Context: an optimization exercise on an open-source flow, tuned for small area and a short achievable clock period. The choices shown serve that exercise and are no tape-out recipe. The RTL was checked by simulation tests, not by an equivalence proof against the original design.

===== design/flow/config.mk =====
export PLATFORM = sky130hd
export DESIGN_NAME = dsp_trader
export DESIGN_NICKNAME = dsp_trader
export VERILOG_FILES = /design/flow/design.v
export SDC_FILE = /design/flow/constraint.sdc
export NUM_CORES = 4
export LEC_CHECK = 0
export CAP_MARGIN = 20
export CORE_MARGIN = 2
export CORE_UTILIZATION = 40
export SETUP_SLACK_MARGIN = 3.5
export SLEW_MARGIN = 20

===== design/flow/constraint.sdc =====
create_clock -name core_clock -period 7.5 [get_ports {clk}]
set_input_delay 1.5000 -clock core_clock [delete_from_list [all_inputs] [get_ports {clk}]]
set_output_delay 1.5000 -clock core_clock [all_outputs]
set_load 0.01 [all_outputs]

===== design/flow/design.v =====
module dsp_trader (
    input  wire        clk,
    input  wire        rst,
    input  wire [15:0] price_in,
    input  wire        price_valid,
    output wire [31:0] trade_word,
    output reg         trade_valid
);
    reg [31:0] ema_short;
    reg [31:0] ema_long;
    reg [7:0]  cnt;
    reg        p_ge;    
    reg        p_le;    
    reg [15:0] last_price;
    wire n1 = ~ema_short[3];
    wire n2 = ~ema_short[4];
    wire n3 = ~ema_short[5];
    wire n4 = ~ema_short[6];
    wire n5 = ~ema_short[7];
    wire n6 = ~ema_short[8];
    wire n7 = ~ema_short[9];
    wire n8 = ~ema_short[10];
    wire n9 = ~ema_short[11];
    wire n10 = ~ema_short[12];
    wire n11 = ~ema_short[13];
    wire n12 = ~ema_short[14];
    wire n13 = ~ema_short[15];
    wire n14 = ~ema_short[16];
    wire n15 = ~ema_short[17];
    wire n16 = ~ema_short[18];
    wire n17 = ~ema_short[19];
    wire n18 = ~ema_short[20];
    wire n19 = ~ema_short[21];
    wire n20 = ~ema_short[22];
    wire n21 = ~ema_short[23];
    wire n22 = ~ema_short[24];
    wire n23 = ~ema_short[25];
    wire n24 = ~ema_short[26];
    wire n25 = ~ema_short[27];
    wire n26 = ~ema_short[28];
    wire n27 = ~ema_short[29];
    wire n28 = ~ema_short[30];
    wire n29 = ~ema_short[31];
    wire n30 = ~|ema_short[2:0];
    wire n31 = ema_short[13] ^ price_in[0];
    wire n32 = n31 ^ n14;
    wire n33 = ema_short[13] & price_in[0];
    wire n34 = ema_short[13] ^ price_in[0];
    wire n35 = n14 & n34;
    wire n36 = n33 | n35;
    wire n37 = ema_short[14] ^ price_in[1];
    wire n38 = n37 ^ n15;
    wire n39 = ema_short[14] & price_in[1];
    wire n40 = ema_short[14] ^ price_in[1];
    wire n41 = n15 & n40;
    wire n42 = n39 | n41;
    wire n43 = ema_short[15] ^ price_in[2];
    wire n44 = n43 ^ n16;
    wire n45 = ema_short[15] & price_in[2];
    wire n46 = ema_short[15] ^ price_in[2];
    wire n47 = n16 & n46;
    wire n48 = n45 | n47;
    wire n49 = ema_short[16] ^ price_in[3];
    wire n50 = n49 ^ n17;
    wire n51 = ema_short[16] & price_in[3];
    wire n52 = ema_short[16] ^ price_in[3];
    wire n53 = n17 & n52;
    wire n54 = n51 | n53;
    wire n55 = ema_short[17] ^ price_in[4];
    wire n56 = n55 ^ n18;
    wire n57 = ema_short[17] & price_in[4];
    wire n58 = ema_short[17] ^ price_in[4];
    wire n59 = n18 & n58;
    wire n60 = n57 | n59;
    wire n61 = ema_short[18] ^ price_in[5];
    wire n62 = n61 ^ n19;
    wire n63 = ema_short[18] & price_in[5];
    wire n64 = ema_short[18] ^ price_in[5];
    wire n65 = n19 & n64;
    wire n66 = n63 | n65;
    wire n67 = ema_short[19] ^ price_in[6];
    wire n68 = n67 ^ n20;
    wire n69 = ema_short[19] & price_in[6];
    wire n70 = ema_short[19] ^ price_in[6];
    wire n71 = n20 & n70;
    wire n72 = n69 | n71;
    wire n73 = ema_short[20] ^ price_in[7];
    wire n74 = n73 ^ n21;
    wire n75 = ema_short[20] & price_in[7];
    wire n76 = ema_short[20] ^ price_in[7];
    wire n77 = n21 & n76;
    wire n78 = n75 | n77;
    wire n79 = ema_short[21] ^ price_in[8];
    wire n80 = n79 ^ n22;
    wire n81 = ema_short[21] & price_in[8];
    wire n82 = ema_short[21] ^ price_in[8];
    wire n83 = n22 & n82;
    wire n84 = n81 | n83;
    wire n85 = ema_short[22] ^ price_in[9];
    wire n86 = n85 ^ n23;
    wire n87 = ema_short[22] & price_in[9];
    wire n88 = ema_short[22] ^ price_in[9];
    wire n89 = n23 & n88;
    wire n90 = n87 | n89;
    wire n91 = ema_short[23] ^ price_in[10];
    wire n92 = n91 ^ n24;
    wire n93 = ema_short[23] & price_in[10];
    wire n94 = ema_short[23] ^ price_in[10];
    wire n95 = n24 & n94;
    wire n96 = n93 | n95;
    wire n97 = ema_short[24] ^ price_in[11];
    wire n98 = n97 ^ n25;
    wire n99 = ema_short[24] & price_in[11];
    wire n100 = ema_short[24] ^ price_in[11];
    wire n101 = n25 & n100;
    wire n102 = n99 | n101;
    wire n103 = ema_short[25] ^ price_in[12];
    wire n104 = n103 ^ n26;
    wire n105 = ema_short[25] & price_in[12];
    wire n106 = ema_short[25] ^ price_in[12];
    wire n107 = n26 & n106;
    wire n108 = n105 | n107;
    wire n109 = ema_short[26] ^ price_in[13];
    wire n110 = n109 ^ n27;
    wire n111 = ema_short[26] & price_in[13];
    wire n112 = ema_short[26] ^ price_in[13];
    wire n113 = n27 & n112;
    wire n114 = n111 | n113;
    wire n115 = ema_short[27] ^ price_in[14];
    wire n116 = n115 ^ n28;
    wire n117 = ema_short[27] & price_in[14];
    wire n118 = ema_short[27] ^ price_in[14];
    wire n119 = n28 & n118;
    wire n120 = n117 | n119;
    wire n121 = ema_short[28] ^ price_in[15];
    wire n122 = n121 ^ n29;
    wire n123 = ema_short[28] & price_in[15];
    wire n124 = ema_short[28] ^ price_in[15];
    wire n125 = n29 & n124;
    wire n126 = n123 | n125;
    wire n127 = ~ema_short[29];
    wire n128 = n127 ^ n126;
    wire n129 = ema_short[29] | n126;
    wire n130 = ~ema_short[30];
    wire n131 = n130 ^ n129;
    wire n132 = ema_short[30] | n129;
    wire n133 = ~ema_short[31];
    wire n134 = n133 ^ n132;
    wire n135 = ema_short[31] | n132;
    wire n136 = ema_short[0] & n1;
    wire n137 = ema_short[1] & n2;
    wire n138 = ema_short[2] & n3;
    wire n139 = ema_short[3] & n4;
    wire n140 = ema_short[4] & n5;
    wire n141 = ema_short[5] & n6;
    wire n142 = ema_short[6] & n7;
    wire n143 = ema_short[7] & n8;
    wire n144 = ema_short[8] & n9;
    wire n145 = ema_short[9] & n10;
    wire n146 = ema_short[10] & n11;
    wire n147 = ema_short[11] & n12;
    wire n148 = ema_short[12] & n13;
    wire n149 = n36 & n38;
    wire n150 = n42 & n44;
    wire n151 = n48 & n50;
    wire n152 = n54 & n56;
    wire n153 = n60 & n62;
    wire n154 = n66 & n68;
    wire n155 = n72 & n74;
    wire n156 = n78 & n80;
    wire n157 = n84 & n86;
    wire n158 = n90 & n92;
    wire n159 = n96 & n98;
    wire n160 = n102 & n104;
    wire n161 = n108 & n110;
    wire n162 = n114 & n116;
    wire n163 = n120 & n122;
    wire n164 = ema_short[0] ^ n1;
    wire n165 = ema_short[1] ^ n2;
    wire n166 = ema_short[2] ^ n3;
    wire n167 = ema_short[3] ^ n4;
    wire n168 = ema_short[4] ^ n5;
    wire n169 = ema_short[5] ^ n6;
    wire n170 = ema_short[6] ^ n7;
    wire n171 = ema_short[7] ^ n8;
    wire n172 = ema_short[8] ^ n9;
    wire n173 = ema_short[9] ^ n10;
    wire n174 = ema_short[10] ^ n11;
    wire n175 = ema_short[11] ^ n12;
    wire n176 = ema_short[12] ^ n13;
    wire n177 = n36 ^ n38;
    wire n178 = n42 ^ n44;
    wire n179 = n48 ^ n50;
    wire n180 = n54 ^ n56;
    wire n181 = n60 ^ n62;
    wire n182 = n66 ^ n68;
    wire n183 = n72 ^ n74;
    wire n184 = n78 ^ n80;
    wire n185 = n84 ^ n86;
    wire n186 = n90 ^ n92;
    wire n187 = n96 ^ n98;
    wire n188 = n102 ^ n104;
    wire n189 = n108 ^ n110;
    wire n190 = n114 ^ n116;
    wire n191 = n120 ^ n122;
    wire n192 = n164 & n30;
    wire n193 = n136 | n192;
    wire n194 = n165 & n193;
    wire n195 = n137 | n194;
    wire n196 = n165 & n164;
    wire n197 = n167 & n138;
    wire n198 = n139 | n197;
    wire n199 = n167 & n166;
    wire n200 = n169 & n140;
    wire n201 = n141 | n200;
    wire n202 = n169 & n168;
    wire n203 = n171 & n142;
    wire n204 = n143 | n203;
    wire n205 = n171 & n170;
    wire n206 = n173 & n144;
    wire n207 = n145 | n206;
    wire n208 = n173 & n172;
    wire n209 = n175 & n146;
    wire n210 = n147 | n209;
    wire n211 = n175 & n174;
    wire n212 = n32 & n148;
    wire n213 = n32 & n176;
    wire n214 = n178 & n149;
    wire n215 = n150 | n214;
    wire n216 = n178 & n177;
    wire n217 = n180 & n151;
    wire n218 = n152 | n217;
    wire n219 = n180 & n179;
    wire n220 = n182 & n153;
    wire n221 = n154 | n220;
    wire n222 = n182 & n181;
    wire n223 = n184 & n155;
    wire n224 = n156 | n223;
    wire n225 = n184 & n183;
    wire n226 = n186 & n157;
    wire n227 = n158 | n226;
    wire n228 = n186 & n185;
    wire n229 = n188 & n159;
    wire n230 = n160 | n229;
    wire n231 = n188 & n187;
    wire n232 = n190 & n161;
    wire n233 = n162 | n232;
    wire n234 = n190 & n189;
    wire n235 = n128 & n163;
    wire n236 = n128 & n191;
    wire n237 = n134 & n131;
    wire n238 = n166 & n195;
    wire n239 = n138 | n238;
    wire n240 = n166 & n196;
    wire n241 = n199 & n195;
    wire n242 = n198 | n241;
    wire n243 = n199 & n196;
    wire n244 = n170 & n201;
    wire n245 = n142 | n244;
    wire n246 = n170 & n202;
    wire n247 = n205 & n201;
    wire n248 = n204 | n247;
    wire n249 = n205 & n202;
    wire n250 = n174 & n207;
    wire n251 = n146 | n250;
    wire n252 = n174 & n208;
    wire n253 = n211 & n207;
    wire n254 = n210 | n253;
    wire n255 = n211 & n208;
    wire n256 = n177 & n212;
    wire n257 = n149 | n256;
    wire n258 = n177 & n213;
    wire n259 = n216 & n212;
    wire n260 = n215 | n259;
    wire n261 = n216 & n213;
    wire n262 = n181 & n218;
    wire n263 = n153 | n262;
    wire n264 = n181 & n219;
    wire n265 = n222 & n218;
    wire n266 = n221 | n265;
    wire n267 = n222 & n219;
    wire n268 = n185 & n224;
    wire n269 = n157 | n268;
    wire n270 = n185 & n225;
    wire n271 = n228 & n224;
    wire n272 = n227 | n271;
    wire n273 = n228 & n225;
    wire n274 = n189 & n230;
    wire n275 = n161 | n274;
    wire n276 = n189 & n231;
    wire n277 = n234 & n230;
    wire n278 = n233 | n277;
    wire n279 = n234 & n231;
    wire n280 = n131 & n235;
    wire n281 = n131 & n236;
    wire n282 = n237 & n235;
    wire n283 = n237 & n236;
    wire n284 = n168 & n242;
    wire n285 = n140 | n284;
    wire n286 = n168 & n243;
    wire n287 = n202 & n242;
    wire n288 = n201 | n287;
    wire n289 = n202 & n243;
    wire n290 = n246 & n242;
    wire n291 = n245 | n290;
    wire n292 = n246 & n243;
    wire n293 = n249 & n242;
    wire n294 = n248 | n293;
    wire n295 = n249 & n243;
    wire n296 = n176 & n254;
    wire n297 = n148 | n296;
    wire n298 = n176 & n255;
    wire n299 = n213 & n254;
    wire n300 = n212 | n299;
    wire n301 = n213 & n255;
    wire n302 = n258 & n254;
    wire n303 = n257 | n302;
    wire n304 = n258 & n255;
    wire n305 = n261 & n254;
    wire n306 = n260 | n305;
    wire n307 = n261 & n255;
    wire n308 = n183 & n266;
    wire n309 = n155 | n308;
    wire n310 = n183 & n267;
    wire n311 = n225 & n266;
    wire n312 = n224 | n311;
    wire n313 = n225 & n267;
    wire n314 = n270 & n266;
    wire n315 = n269 | n314;
    wire n316 = n270 & n267;
    wire n317 = n273 & n266;
    wire n318 = n272 | n317;
    wire n319 = n273 & n267;
    wire n320 = n191 & n278;
    wire n321 = n163 | n320;
    wire n322 = n191 & n279;
    wire n323 = n236 & n278;
    wire n324 = n235 | n323;
    wire n325 = n236 & n279;
    wire n326 = n281 & n278;
    wire n327 = n280 | n326;
    wire n328 = n281 & n279;
    wire n329 = n283 & n278;
    wire n330 = n282 | n329;
    wire n331 = n283 & n279;
    wire n332 = n172 & n294;
    wire n333 = n144 | n332;
    wire n334 = n172 & n295;
    wire n335 = n208 & n294;
    wire n336 = n207 | n335;
    wire n337 = n208 & n295;
    wire n338 = n252 & n294;
    wire n339 = n251 | n338;
    wire n340 = n252 & n295;
    wire n341 = n255 & n294;
    wire n342 = n254 | n341;
    wire n343 = n255 & n295;
    wire n344 = n298 & n294;
    wire n345 = n297 | n344;
    wire n346 = n298 & n295;
    wire n347 = n301 & n294;
    wire n348 = n300 | n347;
    wire n349 = n301 & n295;
    wire n350 = n304 & n294;
    wire n351 = n303 | n350;
    wire n352 = n304 & n295;
    wire n353 = n307 & n294;
    wire n354 = n306 | n353;
    wire n355 = n307 & n295;
    wire n356 = n187 & n318;
    wire n357 = n159 | n356;
    wire n358 = n187 & n319;
    wire n359 = n231 & n318;
    wire n360 = n230 | n359;
    wire n361 = n231 & n319;
    wire n362 = n276 & n318;
    wire n363 = n275 | n362;
    wire n364 = n276 & n319;
    wire n365 = n279 & n318;
    wire n366 = n278 | n365;
    wire n367 = n279 & n319;
    wire n368 = n322 & n318;
    wire n369 = n321 | n368;
    wire n370 = n322 & n319;
    wire n371 = n325 & n318;
    wire n372 = n324 | n371;
    wire n373 = n325 & n319;
    wire n374 = n328 & n318;
    wire n375 = n327 | n374;
    wire n376 = n328 & n319;
    wire n377 = n331 & n318;
    wire n378 = n330 | n377;
    wire n379 = n331 & n319;
    wire n380 = n179 & n354;
    wire n381 = n151 | n380;
    wire n382 = n179 & n355;
    wire n383 = n219 & n354;
    wire n384 = n218 | n383;
    wire n385 = n219 & n355;
    wire n386 = n264 & n354;
    wire n387 = n263 | n386;
    wire n388 = n264 & n355;
    wire n389 = n267 & n354;
    wire n390 = n266 | n389;
    wire n391 = n267 & n355;
    wire n392 = n310 & n354;
    wire n393 = n309 | n392;
    wire n394 = n310 & n355;
    wire n395 = n313 & n354;
    wire n396 = n312 | n395;
    wire n397 = n313 & n355;
    wire n398 = n316 & n354;
    wire n399 = n315 | n398;
    wire n400 = n316 & n355;
    wire n401 = n319 & n354;
    wire n402 = n318 | n401;
    wire n403 = n319 & n355;
    wire n404 = n358 & n354;
    wire n405 = n357 | n404;
    wire n406 = n358 & n355;
    wire n407 = n361 & n354;
    wire n408 = n360 | n407;
    wire n409 = n361 & n355;
    wire n410 = n364 & n354;
    wire n411 = n363 | n410;
    wire n412 = n364 & n355;
    wire n413 = n367 & n354;
    wire n414 = n366 | n413;
    wire n415 = n367 & n355;
    wire n416 = n370 & n354;
    wire n417 = n369 | n416;
    wire n418 = n370 & n355;
    wire n419 = n373 & n354;
    wire n420 = n372 | n419;
    wire n421 = n373 & n355;
    wire n422 = n376 & n354;
    wire n423 = n375 | n422;
    wire n424 = n376 & n355;
    wire n425 = n379 & n354;
    wire n426 = n378 | n425;
    wire n427 = n379 & n355;
    wire n428 = n164 ^ n30;
    wire n429 = n165 ^ n193;
    wire n430 = n166 ^ n195;
    wire n431 = n167 ^ n239;
    wire n432 = n168 ^ n242;
    wire n433 = n169 ^ n285;
    wire n434 = n170 ^ n288;
    wire n435 = n171 ^ n291;
    wire n436 = n172 ^ n294;
    wire n437 = n173 ^ n333;
    wire n438 = n174 ^ n336;
    wire n439 = n175 ^ n339;
    wire n440 = n176 ^ n342;
    wire n441 = n32 ^ n345;
    wire n442 = n177 ^ n348;
    wire n443 = n178 ^ n351;
    wire n444 = n179 ^ n354;
    wire n445 = n180 ^ n381;
    wire n446 = n181 ^ n384;
    wire n447 = n182 ^ n387;
    wire n448 = n183 ^ n390;
    wire n449 = n184 ^ n393;
    wire n450 = n185 ^ n396;
    wire n451 = n186 ^ n399;
    wire n452 = n187 ^ n402;
    wire n453 = n188 ^ n405;
    wire n454 = n189 ^ n408;
    wire n455 = n190 ^ n411;
    wire n456 = n191 ^ n414;
    wire n457 = n128 ^ n417;
    wire n458 = n131 ^ n420;
    wire n459 = n134 ^ n423;
    wire n460 = ~ema_long[6];
    wire n461 = ~ema_long[7];
    wire n462 = ~ema_long[8];
    wire n463 = ~ema_long[9];
    wire n464 = ~ema_long[10];
    wire n465 = ~ema_long[11];
    wire n466 = ~ema_long[12];
    wire n467 = ~ema_long[13];
    wire n468 = ~ema_long[14];
    wire n469 = ~ema_long[15];
    wire n470 = ~ema_long[16];
    wire n471 = ~ema_long[17];
    wire n472 = ~ema_long[18];
    wire n473 = ~ema_long[19];
    wire n474 = ~ema_long[20];
    wire n475 = ~ema_long[21];
    wire n476 = ~ema_long[22];
    wire n477 = ~ema_long[23];
    wire n478 = ~ema_long[24];
    wire n479 = ~ema_long[25];
    wire n480 = ~ema_long[26];
    wire n481 = ~ema_long[27];
    wire n482 = ~ema_long[28];
    wire n483 = ~ema_long[29];
    wire n484 = ~ema_long[30];
    wire n485 = ~ema_long[31];
    wire n486 = ~|ema_long[5:0];
    wire n487 = ema_long[10] ^ price_in[0];
    wire n488 = n487 ^ n470;
    wire n489 = ema_long[10] & price_in[0];
    wire n490 = ema_long[10] ^ price_in[0];
    wire n491 = n470 & n490;
    wire n492 = n489 | n491;
    wire n493 = ema_long[11] ^ price_in[1];
    wire n494 = n493 ^ n471;
    wire n495 = ema_long[11] & price_in[1];
    wire n496 = ema_long[11] ^ price_in[1];
    wire n497 = n471 & n496;
    wire n498 = n495 | n497;
    wire n499 = ema_long[12] ^ price_in[2];
    wire n500 = n499 ^ n472;
    wire n501 = ema_long[12] & price_in[2];
    wire n502 = ema_long[12] ^ price_in[2];
    wire n503 = n472 & n502;
    wire n504 = n501 | n503;
    wire n505 = ema_long[13] ^ price_in[3];
    wire n506 = n505 ^ n473;
    wire n507 = ema_long[13] & price_in[3];
    wire n508 = ema_long[13] ^ price_in[3];
    wire n509 = n473 & n508;
    wire n510 = n507 | n509;
    wire n511 = ema_long[14] ^ price_in[4];
    wire n512 = n511 ^ n474;
    wire n513 = ema_long[14] & price_in[4];
    wire n514 = ema_long[14] ^ price_in[4];
    wire n515 = n474 & n514;
    wire n516 = n513 | n515;
    wire n517 = ema_long[15] ^ price_in[5];
    wire n518 = n517 ^ n475;
    wire n519 = ema_long[15] & price_in[5];
    wire n520 = ema_long[15] ^ price_in[5];
    wire n521 = n475 & n520;
    wire n522 = n519 | n521;
    wire n523 = ema_long[16] ^ price_in[6];
    wire n524 = n523 ^ n476;
    wire n525 = ema_long[16] & price_in[6];
    wire n526 = ema_long[16] ^ price_in[6];
    wire n527 = n476 & n526;
    wire n528 = n525 | n527;
    wire n529 = ema_long[17] ^ price_in[7];
    wire n530 = n529 ^ n477;
    wire n531 = ema_long[17] & price_in[7];
    wire n532 = ema_long[17] ^ price_in[7];
    wire n533 = n477 & n532;
    wire n534 = n531 | n533;
    wire n535 = ema_long[18] ^ price_in[8];
    wire n536 = n535 ^ n478;
    wire n537 = ema_long[18] & price_in[8];
    wire n538 = ema_long[18] ^ price_in[8];
    wire n539 = n478 & n538;
    wire n540 = n537 | n539;
    wire n541 = ema_long[19] ^ price_in[9];
    wire n542 = n541 ^ n479;
    wire n543 = ema_long[19] & price_in[9];
    wire n544 = ema_long[19] ^ price_in[9];
    wire n545 = n479 & n544;
    wire n546 = n543 | n545;
    wire n547 = ema_long[20] ^ price_in[10];
    wire n548 = n547 ^ n480;
    wire n549 = ema_long[20] & price_in[10];
    wire n550 = ema_long[20] ^ price_in[10];
    wire n551 = n480 & n550;
    wire n552 = n549 | n551;
    wire n553 = ema_long[21] ^ price_in[11];
    wire n554 = n553 ^ n481;
    wire n555 = ema_long[21] & price_in[11];
    wire n556 = ema_long[21] ^ price_in[11];
    wire n557 = n481 & n556;
    wire n558 = n555 | n557;
    wire n559 = ema_long[22] ^ price_in[12];
    wire n560 = n559 ^ n482;
    wire n561 = ema_long[22] & price_in[12];
    wire n562 = ema_long[22] ^ price_in[12];
    wire n563 = n482 & n562;
    wire n564 = n561 | n563;
    wire n565 = ema_long[23] ^ price_in[13];
    wire n566 = n565 ^ n483;
    wire n567 = ema_long[23] & price_in[13];
    wire n568 = ema_long[23] ^ price_in[13];
    wire n569 = n483 & n568;
    wire n570 = n567 | n569;
    wire n571 = ema_long[24] ^ price_in[14];
    wire n572 = n571 ^ n484;
    wire n573 = ema_long[24] & price_in[14];
    wire n574 = ema_long[24] ^ price_in[14];
    wire n575 = n484 & n574;
    wire n576 = n573 | n575;
    wire n577 = ema_long[25] ^ price_in[15];
    wire n578 = n577 ^ n485;
    wire n579 = ema_long[25] & price_in[15];
    wire n580 = ema_long[25] ^ price_in[15];
    wire n581 = n485 & n580;
    wire n582 = n579 | n581;
    wire n583 = ~ema_long[26];
    wire n584 = n583 ^ n582;
    wire n585 = ema_long[26] | n582;
    wire n586 = ~ema_long[27];
    wire n587 = n586 ^ n585;
    wire n588 = ema_long[27] | n585;
    wire n589 = ~ema_long[28];
    wire n590 = n589 ^ n588;
    wire n591 = ema_long[28] | n588;
    wire n592 = ~ema_long[29];
    wire n593 = n592 ^ n591;
    wire n594 = ema_long[29] | n591;
    wire n595 = ~ema_long[30];
    wire n596 = n595 ^ n594;
    wire n597 = ema_long[30] | n594;
    wire n598 = ~ema_long[31];
    wire n599 = n598 ^ n597;
    wire n600 = ema_long[31] | n597;
    wire n601 = ema_long[0] & n460;
    wire n602 = ema_long[1] & n461;
    wire n603 = ema_long[2] & n462;
    wire n604 = ema_long[3] & n463;
    wire n605 = ema_long[4] & n464;
    wire n606 = ema_long[5] & n465;
    wire n607 = ema_long[6] & n466;
    wire n608 = ema_long[7] & n467;
    wire n609 = ema_long[8] & n468;
    wire n610 = ema_long[9] & n469;
    wire n611 = n492 & n494;
    wire n612 = n498 & n500;
    wire n613 = n504 & n506;
    wire n614 = n510 & n512;
    wire n615 = n516 & n518;
    wire n616 = n522 & n524;
    wire n617 = n528 & n530;
    wire n618 = n534 & n536;
    wire n619 = n540 & n542;
    wire n620 = n546 & n548;
    wire n621 = n552 & n554;
    wire n622 = n558 & n560;
    wire n623 = n564 & n566;
    wire n624 = n570 & n572;
    wire n625 = n576 & n578;
    wire n626 = ema_long[0] ^ n460;
    wire n627 = ema_long[1] ^ n461;
    wire n628 = ema_long[2] ^ n462;
    wire n629 = ema_long[3] ^ n463;
    wire n630 = ema_long[4] ^ n464;
    wire n631 = ema_long[5] ^ n465;
    wire n632 = ema_long[6] ^ n466;
    wire n633 = ema_long[7] ^ n467;
    wire n634 = ema_long[8] ^ n468;
    wire n635 = ema_long[9] ^ n469;
    wire n636 = n492 ^ n494;
    wire n637 = n498 ^ n500;
    wire n638 = n504 ^ n506;
    wire n639 = n510 ^ n512;
    wire n640 = n516 ^ n518;
    wire n641 = n522 ^ n524;
    wire n642 = n528 ^ n530;
    wire n643 = n534 ^ n536;
    wire n644 = n540 ^ n542;
    wire n645 = n546 ^ n548;
    wire n646 = n552 ^ n554;
    wire n647 = n558 ^ n560;
    wire n648 = n564 ^ n566;
    wire n649 = n570 ^ n572;
    wire n650 = n576 ^ n578;
    wire n651 = n626 & n486;
    wire n652 = n601 | n651;
    wire n653 = n627 & n652;
    wire n654 = n602 | n653;
    wire n655 = n627 & n626;
    wire n656 = n629 & n603;
    wire n657 = n604 | n656;
    wire n658 = n629 & n628;
    wire n659 = n631 & n605;
    wire n660 = n606 | n659;
    wire n661 = n631 & n630;
    wire n662 = n633 & n607;
    wire n663 = n608 | n662;
    wire n664 = n633 & n632;
    wire n665 = n635 & n609;
    wire n666 = n610 | n665;
    wire n667 = n635 & n634;
    wire n668 = n636 & n488;
    wire n669 = n638 & n612;
    wire n670 = n613 | n669;
    wire n671 = n638 & n637;
    wire n672 = n640 & n614;
    wire n673 = n615 | n672;
    wire n674 = n640 & n639;
    wire n675 = n642 & n616;
    wire n676 = n617 | n675;
    wire n677 = n642 & n641;
    wire n678 = n644 & n618;
    wire n679 = n619 | n678;
    wire n680 = n644 & n643;
    wire n681 = n646 & n620;
    wire n682 = n621 | n681;
    wire n683 = n646 & n645;
    wire n684 = n648 & n622;
    wire n685 = n623 | n684;
    wire n686 = n648 & n647;
    wire n687 = n650 & n624;
    wire n688 = n625 | n687;
    wire n689 = n650 & n649;
    wire n690 = n587 & n584;
    wire n691 = n593 & n590;
    wire n692 = n599 & n596;
    wire n693 = n628 & n654;
    wire n694 = n603 | n693;
    wire n695 = n628 & n655;
    wire n696 = n658 & n654;
    wire n697 = n657 | n696;
    wire n698 = n658 & n655;
    wire n699 = n632 & n660;
    wire n700 = n607 | n699;
    wire n701 = n632 & n661;
    wire n702 = n664 & n660;
    wire n703 = n663 | n702;
    wire n704 = n664 & n661;
    wire n705 = n488 & n666;
    wire n706 = n488 & n667;
    wire n707 = n668 & n666;
    wire n708 = n611 | n707;
    wire n709 = n668 & n667;
    wire n710 = n639 & n670;
    wire n711 = n614 | n710;
    wire n712 = n639 & n671;
    wire n713 = n674 & n670;
    wire n714 = n673 | n713;
    wire n715 = n674 & n671;
    wire n716 = n643 & n676;
    wire n717 = n618 | n716;
    wire n718 = n643 & n677;
    wire n719 = n680 & n676;
    wire n720 = n679 | n719;
    wire n721 = n680 & n677;
    wire n722 = n647 & n682;
    wire n723 = n622 | n722;
    wire n724 = n647 & n683;
    wire n725 = n686 & n682;
    wire n726 = n685 | n725;
    wire n727 = n686 & n683;
    wire n728 = n584 & n688;
    wire n729 = n584 & n689;
    wire n730 = n690 & n688;
    wire n731 = n690 & n689;
    wire n732 = n596 & n691;
    wire n733 = n692 & n691;
    wire n734 = n630 & n697;
    wire n735 = n605 | n734;
    wire n736 = n630 & n698;
    wire n737 = n661 & n697;
    wire n738 = n660 | n737;
    wire n739 = n661 & n698;
    wire n740 = n701 & n697;
    wire n741 = n700 | n740;
    wire n742 = n701 & n698;
    wire n743 = n704 & n697;
    wire n744 = n703 | n743;
    wire n745 = n704 & n698;
    wire n746 = n637 & n708;
    wire n747 = n612 | n746;
    wire n748 = n637 & n709;
    wire n749 = n671 & n708;
    wire n750 = n670 | n749;
    wire n751 = n671 & n709;
    wire n752 = n712 & n708;
    wire n753 = n711 | n752;
    wire n754 = n712 & n709;
    wire n755 = n715 & n708;
    wire n756 = n714 | n755;
    wire n757 = n715 & n709;
    wire n758 = n645 & n720;
    wire n759 = n620 | n758;
    wire n760 = n645 & n721;
    wire n761 = n683 & n720;
    wire n762 = n682 | n761;
    wire n763 = n683 & n721;
    wire n764 = n724 & n720;
    wire n765 = n723 | n764;
    wire n766 = n724 & n721;
    wire n767 = n727 & n720;
    wire n768 = n726 | n767;
    wire n769 = n727 & n721;
    wire n770 = n590 & n730;
    wire n771 = n590 & n731;
    wire n772 = n691 & n730;
    wire n773 = n691 & n731;
    wire n774 = n732 & n730;
    wire n775 = n732 & n731;
    wire n776 = n733 & n730;
    wire n777 = n733 & n731;
    wire n778 = n634 & n744;
    wire n779 = n609 | n778;
    wire n780 = n634 & n745;
    wire n781 = n667 & n744;
    wire n782 = n666 | n781;
    wire n783 = n667 & n745;
    wire n784 = n706 & n744;
    wire n785 = n705 | n784;
    wire n786 = n706 & n745;
    wire n787 = n709 & n744;
    wire n788 = n708 | n787;
    wire n789 = n709 & n745;
    wire n790 = n748 & n744;
    wire n791 = n747 | n790;
    wire n792 = n748 & n745;
    wire n793 = n751 & n744;
    wire n794 = n750 | n793;
    wire n795 = n751 & n745;
    wire n796 = n754 & n744;
    wire n797 = n753 | n796;
    wire n798 = n754 & n745;
    wire n799 = n757 & n744;
    wire n800 = n756 | n799;
    wire n801 = n757 & n745;
    wire n802 = n649 & n768;
    wire n803 = n624 | n802;
    wire n804 = n649 & n769;
    wire n805 = n689 & n768;
    wire n806 = n688 | n805;
    wire n807 = n689 & n769;
    wire n808 = n729 & n768;
    wire n809 = n728 | n808;
    wire n810 = n729 & n769;
    wire n811 = n731 & n768;
    wire n812 = n730 | n811;
    wire n813 = n731 & n769;
    wire n814 = n771 & n768;
    wire n815 = n770 | n814;
    wire n816 = n771 & n769;
    wire n817 = n773 & n768;
    wire n818 = n772 | n817;
    wire n819 = n773 & n769;
    wire n820 = n775 & n768;
    wire n821 = n774 | n820;
    wire n822 = n775 & n769;
    wire n823 = n777 & n768;
    wire n824 = n776 | n823;
    wire n825 = n777 & n769;
    wire n826 = n641 & n800;
    wire n827 = n616 | n826;
    wire n828 = n641 & n801;
    wire n829 = n677 & n800;
    wire n830 = n676 | n829;
    wire n831 = n677 & n801;
    wire n832 = n718 & n800;
    wire n833 = n717 | n832;
    wire n834 = n718 & n801;
    wire n835 = n721 & n800;
    wire n836 = n720 | n835;
    wire n837 = n721 & n801;
    wire n838 = n760 & n800;
    wire n839 = n759 | n838;
    wire n840 = n760 & n801;
    wire n841 = n763 & n800;
    wire n842 = n762 | n841;
    wire n843 = n763 & n801;
    wire n844 = n766 & n800;
    wire n845 = n765 | n844;
    wire n846 = n766 & n801;
    wire n847 = n769 & n800;
    wire n848 = n768 | n847;
    wire n849 = n769 & n801;
    wire n850 = n804 & n800;
    wire n851 = n803 | n850;
    wire n852 = n804 & n801;
    wire n853 = n807 & n800;
    wire n854 = n806 | n853;
    wire n855 = n807 & n801;
    wire n856 = n810 & n800;
    wire n857 = n809 | n856;
    wire n858 = n810 & n801;
    wire n859 = n813 & n800;
    wire n860 = n812 | n859;
    wire n861 = n813 & n801;
    wire n862 = n816 & n800;
    wire n863 = n815 | n862;
    wire n864 = n816 & n801;
    wire n865 = n819 & n800;
    wire n866 = n818 | n865;
    wire n867 = n819 & n801;
    wire n868 = n822 & n800;
    wire n869 = n821 | n868;
    wire n870 = n822 & n801;
    wire n871 = n825 & n800;
    wire n872 = n824 | n871;
    wire n873 = n825 & n801;
    wire n874 = n626 ^ n486;
    wire n875 = n627 ^ n652;
    wire n876 = n628 ^ n654;
    wire n877 = n629 ^ n694;
    wire n878 = n630 ^ n697;
    wire n879 = n631 ^ n735;
    wire n880 = n632 ^ n738;
    wire n881 = n633 ^ n741;
    wire n882 = n634 ^ n744;
    wire n883 = n635 ^ n779;
    wire n884 = n488 ^ n782;
    wire n885 = n636 ^ n785;
    wire n886 = n637 ^ n788;
    wire n887 = n638 ^ n791;
    wire n888 = n639 ^ n794;
    wire n889 = n640 ^ n797;
    wire n890 = n641 ^ n800;
    wire n891 = n642 ^ n827;
    wire n892 = n643 ^ n830;
    wire n893 = n644 ^ n833;
    wire n894 = n645 ^ n836;
    wire n895 = n646 ^ n839;
    wire n896 = n647 ^ n842;
    wire n897 = n648 ^ n845;
    wire n898 = n649 ^ n848;
    wire n899 = n650 ^ n851;
    wire n900 = n584 ^ n854;
    wire n901 = n587 ^ n857;
    wire n902 = n590 ^ n860;
    wire n903 = n593 ^ n863;
    wire n904 = n596 ^ n866;
    wire n905 = n599 ^ n869;
    wire [31:0] next_short = {n459, n458, n457, n456, n455, n454, n453, n452, n451, n450, n449, n448, n447, n446, n445, n444, n443, n442, n441, n440, n439, n438, n437, n436, n435, n434, n433, n432, n431, n430, n429, n428};
    wire [31:0] next_long = {n905, n904, n903, n902, n901, n900, n899, n898, n897, n896, n895, n894, n893, n892, n891, n890, n889, n888, n887, n886, n885, n884, n883, n882, n881, n880, n879, n878, n877, n876, n875, n874};
    wire n906 = ~ema_long[0];
    wire n907 = ~ema_long[1];
    wire n908 = ~ema_long[2];
    wire n909 = ~ema_long[3];
    wire n910 = ~ema_long[4];
    wire n911 = ~ema_long[5];
    wire n912 = ~ema_long[6];
    wire n913 = ~ema_long[7];
    wire n914 = ~ema_long[8];
    wire n915 = ~ema_long[9];
    wire n916 = ~ema_long[10];
    wire n917 = ~ema_long[11];
    wire n918 = ~ema_long[12];
    wire n919 = ~ema_long[13];
    wire n920 = ~ema_long[14];
    wire n921 = ~ema_long[15];
    wire n922 = ~ema_long[16];
    wire n923 = ~ema_long[17];
    wire n924 = ~ema_long[18];
    wire n925 = ~ema_long[19];
    wire n926 = ~ema_long[20];
    wire n927 = ~ema_long[21];
    wire n928 = ~ema_long[22];
    wire n929 = ~ema_long[23];
    wire n930 = ~ema_long[24];
    wire n931 = ~ema_long[25];
    wire n932 = ~ema_long[26];
    wire n933 = ~ema_long[27];
    wire n934 = ~ema_long[28];
    wire n935 = ~ema_long[29];
    wire n936 = ~ema_long[30];
    wire n937 = ~ema_long[31];
    wire n938 = ema_short[0] & n906;
    wire n939 = ema_short[1] & n907;
    wire n940 = ema_short[2] & n908;
    wire n941 = ema_short[3] & n909;
    wire n942 = ema_short[4] & n910;
    wire n943 = ema_short[5] & n911;
    wire n944 = ema_short[6] & n912;
    wire n945 = ema_short[7] & n913;
    wire n946 = ema_short[8] & n914;
    wire n947 = ema_short[9] & n915;
    wire n948 = ema_short[10] & n916;
    wire n949 = ema_short[11] & n917;
    wire n950 = ema_short[12] & n918;
    wire n951 = ema_short[13] & n919;
    wire n952 = ema_short[14] & n920;
    wire n953 = ema_short[15] & n921;
    wire n954 = ema_short[16] & n922;
    wire n955 = ema_short[17] & n923;
    wire n956 = ema_short[18] & n924;
    wire n957 = ema_short[19] & n925;
    wire n958 = ema_short[20] & n926;
    wire n959 = ema_short[21] & n927;
    wire n960 = ema_short[22] & n928;
    wire n961 = ema_short[23] & n929;
    wire n962 = ema_short[24] & n930;
    wire n963 = ema_short[25] & n931;
    wire n964 = ema_short[26] & n932;
    wire n965 = ema_short[27] & n933;
    wire n966 = ema_short[28] & n934;
    wire n967 = ema_short[29] & n935;
    wire n968 = ema_short[30] & n936;
    wire n969 = ema_short[31] & n937;
    wire n970 = ema_short[0] ^ n906;
    wire n971 = ema_short[1] ^ n907;
    wire n972 = ema_short[2] ^ n908;
    wire n973 = ema_short[3] ^ n909;
    wire n974 = ema_short[4] ^ n910;
    wire n975 = ema_short[5] ^ n911;
    wire n976 = ema_short[6] ^ n912;
    wire n977 = ema_short[7] ^ n913;
    wire n978 = ema_short[8] ^ n914;
    wire n979 = ema_short[9] ^ n915;
    wire n980 = ema_short[10] ^ n916;
    wire n981 = ema_short[11] ^ n917;
    wire n982 = ema_short[12] ^ n918;
    wire n983 = ema_short[13] ^ n919;
    wire n984 = ema_short[14] ^ n920;
    wire n985 = ema_short[15] ^ n921;
    wire n986 = ema_short[16] ^ n922;
    wire n987 = ema_short[17] ^ n923;
    wire n988 = ema_short[18] ^ n924;
    wire n989 = ema_short[19] ^ n925;
    wire n990 = ema_short[20] ^ n926;
    wire n991 = ema_short[21] ^ n927;
    wire n992 = ema_short[22] ^ n928;
    wire n993 = ema_short[23] ^ n929;
    wire n994 = ema_short[24] ^ n930;
    wire n995 = ema_short[25] ^ n931;
    wire n996 = ema_short[26] ^ n932;
    wire n997 = ema_short[27] ^ n933;
    wire n998 = ema_short[28] ^ n934;
    wire n999 = ema_short[29] ^ n935;
    wire n1000 = ema_short[30] ^ n936;
    wire n1001 = ema_short[31] ^ n937;
    wire n1002 = ema_short[0] | n906;
    wire n1003 = ema_short[1] | n907;
    wire n1004 = ema_short[2] | n908;
    wire n1005 = ema_short[3] | n909;
    wire n1006 = ema_short[4] | n910;
    wire n1007 = ema_short[5] | n911;
    wire n1008 = ema_short[6] | n912;
    wire n1009 = ema_short[7] | n913;
    wire n1010 = ema_short[8] | n914;
    wire n1011 = ema_short[9] | n915;
    wire n1012 = ema_short[10] | n916;
    wire n1013 = ema_short[11] | n917;
    wire n1014 = ema_short[12] | n918;
    wire n1015 = ema_short[13] | n919;
    wire n1016 = ema_short[14] | n920;
    wire n1017 = ema_short[15] | n921;
    wire n1018 = ema_short[16] | n922;
    wire n1019 = ema_short[17] | n923;
    wire n1020 = ema_short[18] | n924;
    wire n1021 = ema_short[19] | n925;
    wire n1022 = ema_short[20] | n926;
    wire n1023 = ema_short[21] | n927;
    wire n1024 = ema_short[22] | n928;
    wire n1025 = ema_short[23] | n929;
    wire n1026 = ema_short[24] | n930;
    wire n1027 = ema_short[25] | n931;
    wire n1028 = ema_short[26] | n932;
    wire n1029 = ema_short[27] | n933;
    wire n1030 = ema_short[28] | n934;
    wire n1031 = ema_short[29] | n935;
    wire n1032 = ema_short[30] | n936;
    wire n1033 = ema_short[31] | n937;
    wire n1034 = n971 & n938;
    wire n1035 = n939 | n1034;
    wire n1036 = n971 & n970;
    wire n1037 = n973 & n940;
    wire n1038 = n941 | n1037;
    wire n1039 = n973 & n972;
    wire n1040 = n975 & n942;
    wire n1041 = n943 | n1040;
    wire n1042 = n975 & n974;
    wire n1043 = n977 & n944;
    wire n1044 = n945 | n1043;
    wire n1045 = n977 & n976;
    wire n1046 = n979 & n946;
    wire n1047 = n947 | n1046;
    wire n1048 = n979 & n978;
    wire n1049 = n981 & n948;
    wire n1050 = n949 | n1049;
    wire n1051 = n981 & n980;
    wire n1052 = n983 & n950;
    wire n1053 = n951 | n1052;
    wire n1054 = n983 & n982;
    wire n1055 = n985 & n952;
    wire n1056 = n953 | n1055;
    wire n1057 = n985 & n984;
    wire n1058 = n1039 & n1035;
    wire n1059 = n1038 | n1058;
    wire n1060 = n1039 & n1036;
    wire n1061 = n1045 & n1041;
    wire n1062 = n1044 | n1061;
    wire n1063 = n1045 & n1042;
    wire n1064 = n1051 & n1047;
    wire n1065 = n1050 | n1064;
    wire n1066 = n1051 & n1048;
    wire n1067 = n1057 & n1053;
    wire n1068 = n1056 | n1067;
    wire n1069 = n1057 & n1054;
    wire n1070 = n1063 & n1059;
    wire n1071 = n1062 | n1070;
    wire n1072 = n1063 & n1060;
    wire n1073 = n1069 & n1065;
    wire n1074 = n1068 | n1073;
    wire n1075 = n1069 & n1066;
    wire n1076 = n1075 & n1071;
    wire n1077 = n1074 | n1076;
    wire n1078 = n1075 & n1072;
    wire n1079 = n1077 | n1078;
    wire n1080 = n987 & n954;
    wire n1081 = n955 | n1080;
    wire n1082 = n987 & n986;
    wire n1083 = n989 & n956;
    wire n1084 = n957 | n1083;
    wire n1085 = n989 & n988;
    wire n1086 = n991 & n958;
    wire n1087 = n959 | n1086;
    wire n1088 = n991 & n990;
    wire n1089 = n993 & n960;
    wire n1090 = n961 | n1089;
    wire n1091 = n993 & n992;
    wire n1092 = n995 & n962;
    wire n1093 = n963 | n1092;
    wire n1094 = n995 & n994;
    wire n1095 = n997 & n964;
    wire n1096 = n965 | n1095;
    wire n1097 = n997 & n996;
    wire n1098 = n999 & n966;
    wire n1099 = n967 | n1098;
    wire n1100 = n999 & n998;
    wire n1101 = n1001 & n968;
    wire n1102 = n969 | n1101;
    wire n1103 = n1001 & n1000;
    wire n1104 = n1085 & n1081;
    wire n1105 = n1084 | n1104;
    wire n1106 = n1085 & n1082;
    wire n1107 = n1091 & n1087;
    wire n1108 = n1090 | n1107;
    wire n1109 = n1091 & n1088;
    wire n1110 = n1097 & n1093;
    wire n1111 = n1096 | n1110;
    wire n1112 = n1097 & n1094;
    wire n1113 = n1103 & n1099;
    wire n1114 = n1102 | n1113;
    wire n1115 = n1103 & n1100;
    wire n1116 = n1109 & n1105;
    wire n1117 = n1108 | n1116;
    wire n1118 = n1109 & n1106;
    wire n1119 = n1115 & n1111;
    wire n1120 = n1114 | n1119;
    wire n1121 = n1115 & n1112;
    wire n1122 = n1121 & n1117;
    wire n1123 = n1120 | n1122;
    wire n1124 = n1121 & n1118;
    wire n1125 = n1124 & n1079;
    wire n1126 = n1123 | n1125;
    wire n1127 = ~(n986 ^ n1079);
    wire n1128 = ~(n987 ^ n1018);
    wire n1129 = ~(n988 ^ n1019);
    wire n1130 = ~(n989 ^ n1020);
    wire n1131 = ~(n990 ^ n1021);
    wire n1132 = ~(n991 ^ n1022);
    wire n1133 = ~(n992 ^ n1023);
    wire n1134 = ~(n993 ^ n1024);
    wire n1135 = ~(n994 ^ n1025);
    wire n1136 = ~(n995 ^ n1026);
    wire n1137 = ~(n996 ^ n1027);
    wire n1138 = ~(n997 ^ n1028);
    wire n1139 = ~(n998 ^ n1029);
    wire n1140 = ~(n999 ^ n1030);
    wire n1141 = ~(n1000 ^ n1031);
    wire n1142 = ~(n1001 ^ n1032);
    wire n1143 = n986 ^ n1079;
    wire n1144 = n987 ^ n954;
    wire n1145 = n988 ^ n955;
    wire n1146 = n989 ^ n956;
    wire n1147 = n990 ^ n957;
    wire n1148 = n991 ^ n958;
    wire n1149 = n992 ^ n959;
    wire n1150 = n993 ^ n960;
    wire n1151 = n994 ^ n961;
    wire n1152 = n995 ^ n962;
    wire n1153 = n996 ^ n963;
    wire n1154 = n997 ^ n964;
    wire n1155 = n998 ^ n965;
    wire n1156 = n999 ^ n966;
    wire n1157 = n1000 ^ n967;
    wire n1158 = n1001 ^ n968;
    wire dh_zero = n1127 & n1128 & n1129 & n1130 & n1131 & n1132 & n1133 & n1134 & n1135 & n1136 & n1137 & n1138 & n1139 & n1140 & n1141 & n1142;
    wire dh_ones = n1143 & n1144 & n1145 & n1146 & n1147 & n1148 & n1149 & n1150 & n1151 & n1152 & n1153 & n1154 & n1155 & n1156 & n1157 & n1158;
    wire s_geq = n1126;
    wire s_ge = s_geq & ~dh_zero;                                         
    wire s_le = ~s_geq & ~(dh_ones & (ema_short[15:0] != ema_long[15:0]));   
    wire first   = (cnt == 8'd0);
    wire trading = (cnt >= 8'd200);
    wire d_valid = (cnt == 8'd201);
    wire d_ge = d_valid & s_ge;
    wire d_le = d_valid & s_le;
    always @(posedge clk) begin
        if (price_valid) begin
            ema_short <= first ? {price_in, 16'd0} : next_short;
            ema_long  <= first ? {price_in, 16'd0} : next_long;
        end
        if (price_valid && trading) begin
            p_ge <= d_ge;
            p_le <= d_le;
        end
        last_price <= price_in;
    end
    always @(posedge clk) begin
        if (rst) begin
            cnt         <= 8'd0;
            trade_valid <= 1'b0;
        end else begin
            trade_valid <= price_valid & trading & ((~p_ge & d_ge) | (~p_le & d_le));
            if (price_valid && cnt != 8'd201)
                cnt <= cnt + 8'd1;
        end
    end
    assign trade_word = {p_ge, 15'd50, last_price};
endmodule

===== design/flow/flow/run.sh =====
#!/bin/bash
# The standard layout, with the port buffers made of buf_2 cells instead of the
# default choice (a slow delay-buffer cell that resizing may not swap out).
set -euo pipefail
bash standard.sh 'BUFFER_PORTS_ARGS=-buffer_cell sky130_fd_sc_hd__buf_2' finish > standard_flow.log 2>&1

===== design/flow/standard.sh =====
#!/bin/bash
# synth_recipe.tcl (not shown) runs the flow's synth.tcl, then flattens the netlist and writes it again
# the make line also repeats each setting of config.mk as NAME=value (left out here)
make -C /OpenROAD-flow-scripts/flow DESIGN_CONFIG=/design/flow/config.mk WORK_HOME=/design/flow/orfs CLKGATE_MAP_FILE= SYNTH_SCRIPT=/design/flow/synth_recipe.tcl "${@:-finish}"

==> impl_metrics.py, run 1 <==
metrics = {
    "synth": {
        "seq_area_frac_synth_pct": 30.92,
        "syn_area_sq_mm": 0.008029,
        "synth_edf_count": 66,
        "postSynthCellCount": 784,
        "synth_seq_cells": 91,
        "avgSynthCellArea_sq_um": 10.24,
        "synth_ff_type": "edfxtp_1",
        "yosys.cell_types.count": 67,
        "yosysWarnings": 1,
        "async_flop_share_pct": 0,
    },
    "floorplan": {
        "core_sq_mm": 0.01959,
        "row_count": 51,
        "dieWidth_um": 145.7,
        "io_pins": 52,
        "start_util_pct": 40.98,
        "die-area_sq_mm": 0.02122,
        "dieHeight_um": 145.7,
    },
    "final_layout": {
        "n_fill_cell": 1859,
        "antenna_cells_inserted": 0,
        "area_growth_pct": 12.34,
        "layout.nets": 1002,
        "drive_above_1_share_pct": 11.69,
    },
    "sta": {
        "hold_violations": 0,
        "finalCritPeriodShare_pct": 52.50,
        "rsz0062_at_grt": "true",
        "fin_worst_skew_ps": 11.89,
        "finalMaxSlewViolations": 0,
        "fin_ws_ps": 3563,
        "finalSetupViolCount": 0,
        "fin_tns_setup_ps": 0,
        "hold_slack_ps": 500.6,
        "slew-limit-headroom_pct": 42.69,
        "fmax_mhz": 254.0,
        "worst_pin_slew_ps": 859.6,
        "post-route-min-period_ps": 3937,
    },
    "run": {
        "cap_violations": 0,
    },
    "placement": {
        "dp_hpwl_um": 15110,
        "pre_cts_slack_ps": 2949,
        "port_buffers": 36,
        "gp_congestion": 0.9157,
    },
    "drt": {
        "drtIter0Drc": 372,
        "drc_errors": 0,
        "avgRoutedWirePerCell_um": 17.62,
        "routed_via_density": 5.243,
        "wl_um": 19300,
        "first_pass_iters": 4,
        "antenna_left": 0,
        "vias": 5741,
    },
    "global_routing": {
        "grt_use_total_pct": 18.80,
        "grt_pass1_wl_um": 31040,
        "antenna_found_initial": 0,
        "first_global_vias": 5621,
        "grt_max_degree": 39,
        "gr-total-overflow": 0,
    },
    "setup_path": {
        "path_class": "input port to register",
        "cp.required_ps": 7600,
        "end_kind": "register",
        "critPathMaxFanout": 5,
        "worstPathArrival_ps": 4040,
        "start_kind": "input port",
    },
    "status": {
        "status": "complete, no violations",
    },
    "clocking": {
        "hold_buffers": 0,
        "cts_buffers": 9,
        "cts_root_buf": "clkbuf_16",
        "cts_max_level": 3,
        "clk_latency_ps": 350,
        "clock_path_buffers": 2,
        "clkTransAtPathRegs_ps": 70,
        "cts_tree": "done",
        "cts_sinks": 91,
    },
    "hold_path": {
        "min_path_type": "register to register",
    },
}
synth_stat cells (3+ instances only):
master | count | area, sq um
or2_2 | 3 | 18.77
a21oi_1 | 26 | 130.1
o21ai_0 | 39 | 195.2
fa_1 | 52 | 1041
nand2b_1 | 7 | 43.79
or4_1 | 4 | 30.03
nand2_1 | 42 | 157.7
nand4_1 | 18 | 112.6
or3_1 | 8 | 50.05
ha_1 | 106 | 1326
nor4_1 | 7 | 43.79
a21o_1 | 11 | 82.58
a211oi_1 | 5 | 37.54
a21boi_0 | 3 | 22.52
and4_1 | 3 | 26.28
a31oi_1 | 7 | 43.79
nor3_1 | 22 | 110.1
nor3b_1 | 3 | 22.52
xor2_1 | 48 | 420.4
xnor2_1 | 17 | 148.9
and3_1 | 5 | 31.28
o31ai_1 | 5 | 37.54
clkbuf_1 | 9 | 33.78
dfxtp_1 | 25 | 500.5
nor2_1 | 51 | 191.4
o21ai_1 | 6 | 30.03
inv_1 | 93 | 349.1
buf_4 | 16 | 120.1
o21a_1 | 13 | 97.59
nor2b_1 | 5 | 31.28
edfxtp_1 | 66 | 1982
o211a_1 | 3 | 30.03
nand3_1 | 11 | 55.05
worst max-delay path, cell delays in order:
cell and delay, ps:
buf_2 160, fa_1 560, ha_4 320, nand4_4 130
a21oi_4 160, a2111oi_4 80, o21ai_2 240, o2111ai_4 220
a2111oi_4 400, xnor2_1 160, o21ai_1 80
per-layer routing:
| metal | global-route usage, % | part of all wire (%) | vias up |
|---|---|---|---|
| li1 | - | - | 2809 |
| met1 | 27.84 | 50 | 2771 |
| met2 | 28.00 | 44 | 133 |
| met3 | 2.947 | 3.7 | 28 |
| met4 | 6.225 | 2.3 | 0 |
| met5 | 0 | 0 | - |
registers in the layout, indices dropped and copies added (netlist names):
register and count:
ema_long 32, ema_short 32, last_price 16, cnt 8, p_ge 1, p_le 1
trade_valid 1
through the flow:
stage | util, % | instances | cell area (sq um)
2_1_floorplan | - | 797 | 8078
3_3_place_gp | 43.23 | 1075 | 8469
3_5_place_dp | 43.23 | 1075 | 8469
4_1_cts | 45.05 | 1091 | 8825
5_1_grt | 46.04 | 1095 | 9020
6_report | 46.04 | 1095 | 9020
logic make-up (layout without fill, tap and decap cells):
kind of cell               Yosys count  after routing  share of synthesized area [%]
adders and majority gates          158            158                          29.48
xor gates and xnor gates            65             65                          7.090
DFF                                 91             91                          30.92
other                                2             15                        0.09354
buffers and inverters              119            152                          6.311
and+or+nand+nor                    200            200                          12.72
AOI/OAI and AO/OA                  149            149                          13.39
final timing paths:
kind / from / end / cells after the start / slack, ps
min: cnt[1]$_SDFFE_PP0P_ / cnt[1]$_SDFFE_PP0P_ / 2 / 500
max reg2reg: ema_long[4]$_SDFFCE_PP0P_ / ema_long[29]$_DFFE_PP_ / 14 / 4000
min reg2reg: cnt[1]$_SDFFE_PP0P_ / cnt[1]$_SDFFE_PP0P_ / 2 / 500
max: price_in[3] / ema_short[31]$_DFFE_PP_ / 11 / 3560
cell type report:
type                            instances  area [sq um]  share of cell area [%]
Sequential cell                        91          2482                   27.52
Clock inverter                          1         30.03                  0.3329
Inverter                               93         349.1                   3.870
Tap cell                              265         331.6                   3.676
Multi-Input combinational cell        587          5293                   58.68
Clock buffer                           15         289.0                   3.204
Timing Repair Buffer                   43         245.2                   2.719
cells in the final DEF, fill, tap and decap left out, types with 4 or more instances in the layout:
master	Yosys	final
a211oi_1	5	5
a21o_1	11	11
a21oi_1	26	25
a31oi_1	7	7
and3_1	5	5
buf_2	0	34
buf_4	16	8
clkbuf_16	0	10
conb_1	2	15
dfxtp_1	25	25
edfxtp_1	66	66
fa_1	52	51
ha_1	106	99
ha_4	0	7
inv_1	93	93
nand2_1	42	41
nand2b_1	7	7
nand3_1	11	11
nand4_1	18	18
nor2_1	51	48
nor2b_1	5	5
nor3_1	22	21
nor4_1	7	6
o21a_1	13	13
o21ai_0	39	37
o21ai_1	6	8
o31ai_1	5	4
or3_1	8	8
xnor2_1	17	17
xor2_1	48	48
timing repair:
item / CTS / global route
gates cloned: 0 / 0
resized for setup: 5 / 29
setup buffers: 0 / 4
endpoints found under the setup margin: 13 / 13
pin swaps: 3 / 18
==> inputs of run 2 (changes only) <==
==> design/flow/flow/run.sh (replaced) <==
#!/bin/bash
# The standard layout, with the port buffers made of buf_1 cells instead of the
# default choice (a slow delay-buffer cell that resizing may not swap out).
set -euo pipefail
bash standard.sh 'BUFFER_PORTS_ARGS=-buffer_cell sky130_fd_sc_hd__buf_1' finish > standard_flow.log 2>&1
--- a/design/flow/config.mk
+++ b/design/flow/config.mk
@@ -9,4 +9,5 @@
 export CORE_MARGIN = 2
 export CORE_UTILIZATION = 40
+export CTS_BUF_LIST = sky130_fd_sc_hd__clkbuf_4 sky130_fd_sc_hd__clkbuf_8
 export SETUP_SLACK_MARGIN = 3.5
 export SLEW_MARGIN = 20
==> run 2 against run 1 <==
Against the previous run: routed wire length up 0.23%; via count down 0.64%; die area unchanged; register-to-register slack worse by 70 ps; setup slack better by 49 ps; cell area down 2.6%; first-iteration DRC count down 33%; clock skew up 8.4 ps; largest cell class unchanged.
==> impl_metrics.py, run 2 <==
metrics = {
    "sta": {
        "rsz0062_at_grt": "true",
        "finalMaxSlewViolations": 0,
        "fin_worst_skew_ps": 20.33,
        "hold_violations": 0,
        "worst_pin_slew_ps": 650.3,
        "slew-limit-headroom_pct": 56.65,
        "fin_tns_setup_ps": 0,
        "fmax_mhz": 257.2,
        "finalSetupViolCount": 0,
        "finalCritPeriodShare_pct": 51.85,
        "post-route-min-period_ps": 3888,
    },
    "final_layout": {
        "layout.nets": 998,
        "largest_registers": "ema_long (32), ema_short (32), last_price (16)",
        "antenna_cells_inserted": 0,
        "drive_above_1_share_pct": 7.627,
        "final_cell_mix": "103 x ha_1, 93 x inv_1, 66 x edfxtp_1",
        "area_growth_pct": 9.413,
        "final_cell_area_sq_mm": 0.008785,
        "final_common_cell": "ha_1",
    },
    "clocking": {
        "clkTransAtPathRegs_ps": 100,
        "cts_max_level": 3,
        "cts_sinks": 91,
        "clock_path_buffers": 2,
        "cts_buffers": 9,
        "cts_root_buf": "clkbuf_8",
        "post_cts_buffers": 0,
        "hold_buffers": 0,
        "clk_latency_ps": 390,
        "cts_tree": "done",
    },
    "synth": {
        "seq_area_frac_synth_pct": 30.92,
        "synth_edf_count": 66,
        "yosys-top-cells-area": "edfxtp_1 25%, ha_1 17%, fa_1 13%",
        "yosysWarnings": 1,
        "syn_area_sq_mm": 0.008029,
        "yosys.cell_types.count": 67,
        "yosysMostFrequentCell": "ha_1",
        "synth_ff_type": "edfxtp_1",
        "netlist_top_cells_count": "106 x ha_1, 93 x inv_1, 66 x edfxtp_1",
        "async_flop_share_pct": 0,
        "postSynthCellCount": 784,
        "avgSynthCellArea_sq_um": 10.24,
        "yosys.area.top_type": "edfxtp_1",
        "synth_seq_cells": 91,
        "synth_top_area_share_pct": 24.68,
    },
    "global_routing": {
        "grt_use_total_pct": 19.00,
        "first_global_vias": 5810,
        "antenna_found_initial": 0,
        "grt_max_degree": 47,
        "grt_pass1_wl_um": 31510,
        "gr-total-overflow": 0,
    },
    "hold_path": {
        "min_path_type": "register to register",
    },
    "status": {
        "status": "complete, no violations",
    },
    "setup_path": {
        "start_kind": "input port",
        "worstPathArrival_ps": 4030,
        "path_class": "input port to register",
        "critPathMaxFanout": 5,
        "cp.required_ps": 7640,
        "end_kind": "register",
    },
    "floorplan": {
        "dieWidth_um": 145.7,
        "start_util_pct": 40.98,
        "io_pins": 52,
        "dieHeight_um": 145.7,
        "die-area_sq_mm": 0.02122,
        "row_count": 51,
        "core_sq_mm": 0.01959,
    },
    "placement": {
        "gp_congestion": 0.8923,
        "place_area_sq_mm": 0.008428,
        "dp_hpwl_um": 15510,
        "port_buffers": 36,
    },
    "drt": {
        "vias": 5704,
        "first_pass_iters": 5,
        "avgRoutedWirePerCell_um": 17.73,
        "drtIter0Drc": 250,
        "antenna_left": 0,
        "wl_um": 19340,
        "routed_via_density": 5.228,
        "drc_errors": 0,
    },
    "run": {
        "cap_violations": 0,
    },
}
-- run 2: cell count changes in the layout (fill, tap and decap cells not counted), moves of 5 or more --
cell,change
buf_1,+24
buf_2,-30
clkbuf_2,+7
clkbuf_8,+9
buf_4,-5
clkbuf_16,-10
-- run 2: cells by family (layout without fill, tap and decap cells) --
group,after synthesis,in the layout,share of synthesized area [%]
xor+xnor,65,65,7.090
flops,91,91,30.92
simple gates,200,200,12.72
compound gates,149,149,13.39
other cells,2,15,0.09354
fa+ha+maj,158,158,29.48
buf+inv,119,148,6.311
-- run 2: through the flow --
stage	utilization [%]	std cells	hold slack (ps)	setup WS (ps)
detailed placement	43.02	1075	493.4	2863
global route	44.84	1091	539.2	3486
CTS	44.39	1091	505.8	3510
global placement	43.02	1075	489.2	2907
floorplan	-	797	466.4	3515
finish	44.84	1091	497.3	3612
-- run 2: layout make-up --
| type | count | area, sq um |
|---|---|---|
| clock buffer | 12 | 158.9 |
| clock inverter | 4 | 73.82 |
| fill | 1897 | 10810 |
| multi-input combinational | 587 | 5214 |
| inverter | 93 | 349.1 |
| timing repair buffer | 39 | 175.2 |
| sequential | 91 | 2482 |
| tap | 265 | 331.6 |
-- run 2: final timing paths --
path                              from  slack (ps)                 endpoint  depth (start not counted)
max reg2reg  ema_long[4]$_SDFFCE_PP0P_        3930   ema_long[28]$_DFFE_PP_                         14
min reg2reg        cnt[1]$_SDFFE_PP0P_         500      cnt[1]$_SDFFE_PP0P_                          2
max                        price_in[2]        3610  ema_short[31]$_DFFE_PP_                         11
min                cnt[1]$_SDFFE_PP0P_         500      cnt[1]$_SDFFE_PP0P_                          2
-- run 2: worst max-delay path: stages --
cell and delay [ps]:
buf_2 150, fa_1 480, ha_1 350, a21oi_2 210, a21oi_2 90, a2111oi_4 380
o21ai_2 180, o2111ai_4 300, a2111oi_4 120, xnor2_1 180, o21ai_1 70
-- run 2: routing by layer --
layer / track usage, % / wire [um] / vias up
met4: 5.539 / 359 / 0
met2: 29.79 / 8746 / 115
li1: - / - / 2802
met3: 2.884 / 713 / 23
met1: 27.25 / 9520 / 2764
met5: 0 / 0 / -
-- run 2: repair_timing --
item,4_1_cts,5_1_grt
gates resized for setup,8,19
pin swaps,0,6
setup endpoints to repair,17,15
==> inputs of run 3 (changes only) <==
--- a/design/flow/design.v
+++ b/design/flow/design.v
@@ -1181,11 +1181,12 @@
     wire trading = (cnt >= 8'd200);
     wire d_valid = (cnt == 8'd201);
+    wire ld   = price_valid & first;
+    wire hold = ~price_valid;
+    wire upd  = price_valid & ~first;
     wire d_ge = d_valid & s_ge;
     wire d_le = d_valid & s_le;
     always @(posedge clk) begin
-        if (price_valid) begin
-            ema_short <= first ? {price_in, 16'd0} : next_short;
-            ema_long  <= first ? {price_in, 16'd0} : next_long;
-        end
+        ema_short <= ({32{ld}} & {price_in, 16'd0}) | ({32{hold}} & ema_short) | ({32{upd}} & next_short);
+        ema_long  <= ({32{ld}} & {price_in, 16'd0}) | ({32{hold}} & ema_long)  | ({32{upd}} & next_long);
         if (price_valid && trading) begin
             p_ge <= d_ge;
==> run 3 against run 2 <==
Against the previous run: highest routed layer unchanged; still clean on timing, DRC and antenna; synthesized cell count grew 12%; first-iteration DRC count increased by 70%; register-to-register slack worse by 90 ps; critical endpoint is now ema_long[31]$_DFF_P_; critical path depth up 1.
==> impl_metrics.py, run 3 <==
metrics = {
    "synth": {
        "netlist_top_cells_count": "120 x inv_1, 106 x ha_1, 89 x dfxtp_1",
        "yosys.area.top_type": "dfxtp_1",
        "avgSynthCellArea_sq_um": 8.870,
        "synth_ff_type": "dfxtp_1",
        "yosysWarnings": 1,
        "yosys-top-cells-area": "dfxtp_1 23%, ha_1 17%, fa_1 13%",
        "yosysMostFrequentCell": "inv_1",
        "yosys.cell_types.count": 58,
    },
    "clocking": {
        "cts_tree": "done",
        "hold_buffers": 0,
        "clock_path_buffers": 2,
        "clk_latency_ps": 400,
        "clkTransAtPathRegs_ps": 100,
        "cts_sinks": 91,
        "cts_buffers": 9,
        "cts_max_level": 3,
        "cts_root_buf": "clkbuf_8",
    },
    "setup_path": {
        "start_kind": "input port",
        "worstPathArrival_ps": 4220,
        "critPathMaxFanout": 4,
        "cp.required_ps": 7790,
        "end_kind": "register",
        "r2r-start": "ema_short[2]$_DFF_P_",
        "crit_start": "price_in[1]",
    },
    "sta": {
        "rsz0062_at_grt": "true",
        "slew-limit-headroom_pct": 38.18,
        "finalCritPeriodShare_pct": 52.39,
        "fin_worst_skew_ps": 14.04,
        "finalMaxSlewViolations": 0,
        "fmax_mhz": 254.5,
        "post-route-min-period_ps": 3930,
        "hold_violations": 0,
        "fin_tns_setup_ps": 0,
        "worst_pin_slew_ps": 927.3,
        "finalSetupViolCount": 0,
    },
    "final_layout": {
        "utilization_pct": 46.18,
        "largest_registers": "ema_long (32), ema_short (32), last_price (16)",
        "n_fill_cell": 1861,
        "area_growth_pct": 12.29,
        "regArea_sq_mm": 0.001842,
        "final_common_cell": "inv_1",
        "drive_above_1_share_pct": 9.310,
        "antenna_cells_inserted": 0,
        "layout.nets": 1085,
        "multi_input_area_sq_mm": 0.005627,
    },
    "hold_path": {
        "min_path_type": "register to register",
        "min_from": "ema_long[3]$_DFF_P_",
    },
    "drt": {
        "routed_via_density": 5.231,
        "vias": 6136,
        "drc_errors": 0,
        "first_pass_iters": 5,
        "wl_um": 19680,
        "avgRoutedWirePerCell_um": 16.78,
    },
    "floorplan": {
        "row_count": 50,
        "dieWidth_um": 143.4,
        "dieHeight_um": 143.4,
    },
    "global_routing": {
        "grt_use_total_pct": 20.19,
        "first_global_vias": 5934,
        "gr-total-overflow": 0,
        "grt_pass1_wl_um": 31840,
        "grt_max_degree": 116,
    },
    "placement": {
        "port_buffers": 36,
        "gp_congestion": 0.9001,
        "pre_cts_slack_ps": 2719,
        "dp_hpwl_um": 14970,
    },
    "status": {
        "status": "complete, no violations",
    },
}
-- run 3: layout make-up --
type	instances	area share, %
clock buffers	9	1.420
clock inverters	7	0.7744
inverters	120	5.220
multi-input cells	639	64.49
flip-flops and latches	91	21.11
well taps	260	3.729
repair buffers	47	3.255
-- run 3: logic make-up (layout without fill, tap and decap cells) --
logic type	after synthesis	after routing	synth area share [%]
multiplexers	4	4	0.5153
adder cells (fa/ha/maj)	158	158	30.47
flip-flops	91	91	23.70
buffers and inverters	159	183	8.454
AND/OR/NAND/NOR	197	197	13.01
XOR/XNOR	65	65	7.327
other	2	15	0.09665
AO/OA/AOI/OAI	200	200	16.43
-- run 3: final timing paths --
path | endpoint | slack [ps]
min reg2reg | ema_long[3]$_DFF_P_ | 520
max reg2reg | ema_short[16]$_DFF_P_ | 3840
max | ema_long[31]$_DFF_P_ | 3570
min | ema_long[3]$_DFF_P_ | 520
-- run 3: metrics by stage --
step	cells	hold slack [ps]	area [sq um]
2_1_floorplan	889	466.2	7868
3_3_place_gp	1149	485.6	8148
3_5_place_dp	1149	493.9	8148
4_1_cts	1172	508.3	8563
5_1_grt	1173	543.5	8725
6_report	1173	515.4	8725
-- run 3: repair_timing --
action | 4_1_cts | 5_1_grt
cloned | 0 | 0
setup buffers | 7 | 1
resized for setup | 47 | 25
pin swaps | 19 | 19
endpoints found under the setup margin | 21 | 19
-- run 3: metal layers --
layer	GRT usage, %	share of wire [%]
met1	30.31	51
met2	29.52	42
met3	2.766	4.4
met4	7.069	2.3
met5	0	0
-- run 3: critical path, stage by stage --
cell,delay [ps]
buf_2,150
fa_1,480
ha_1,320
nand2_1,140
a31oi_4,220
o21bai_4,100
a31o_4,270
a211oi_4,280
o21ai_4,100
or4_4,440
a21oi_2,150
nor3b_2,60

[separate check: timing with driven ports]
No port has a modelled driver above. Below, the same layouts with a new extraction and two added sets of constraints.
Step 1 (the two cells are an assumption about what drives the block):
set clk [get_ports {clk}]
set_driving_cell -lib_cell sky130_fd_sc_hd__clkbuf_16 $clk
set_driving_cell -lib_cell sky130_fd_sc_hd__buf_2 [delete_from_list [all_inputs] $clk]
Step 2 also shifts input and output timing later by t, the mid clock arrival at the registers, as if the neighbouring blocks saw the same clock.
a / b / c = no drivers / after step 1 / after step 2; a / b = the first two.
run | shift t [ns] | setup slack, ns | pins driven straight from the clock port
run 1 | 0.388 | 3.563 / 3.584 / 3.196 | 1
run 2 | 0.427 | 3.612 / 3.635 / 3.208 | 1
run 3 | 0.428 | 3.570 / 3.555 / 3.127 | 1
After both steps every run listed still meets setup and hold. The setup slack of run 3, which loses most, moves by -0.015 ns with the drivers and by -0.443 ns with both steps.
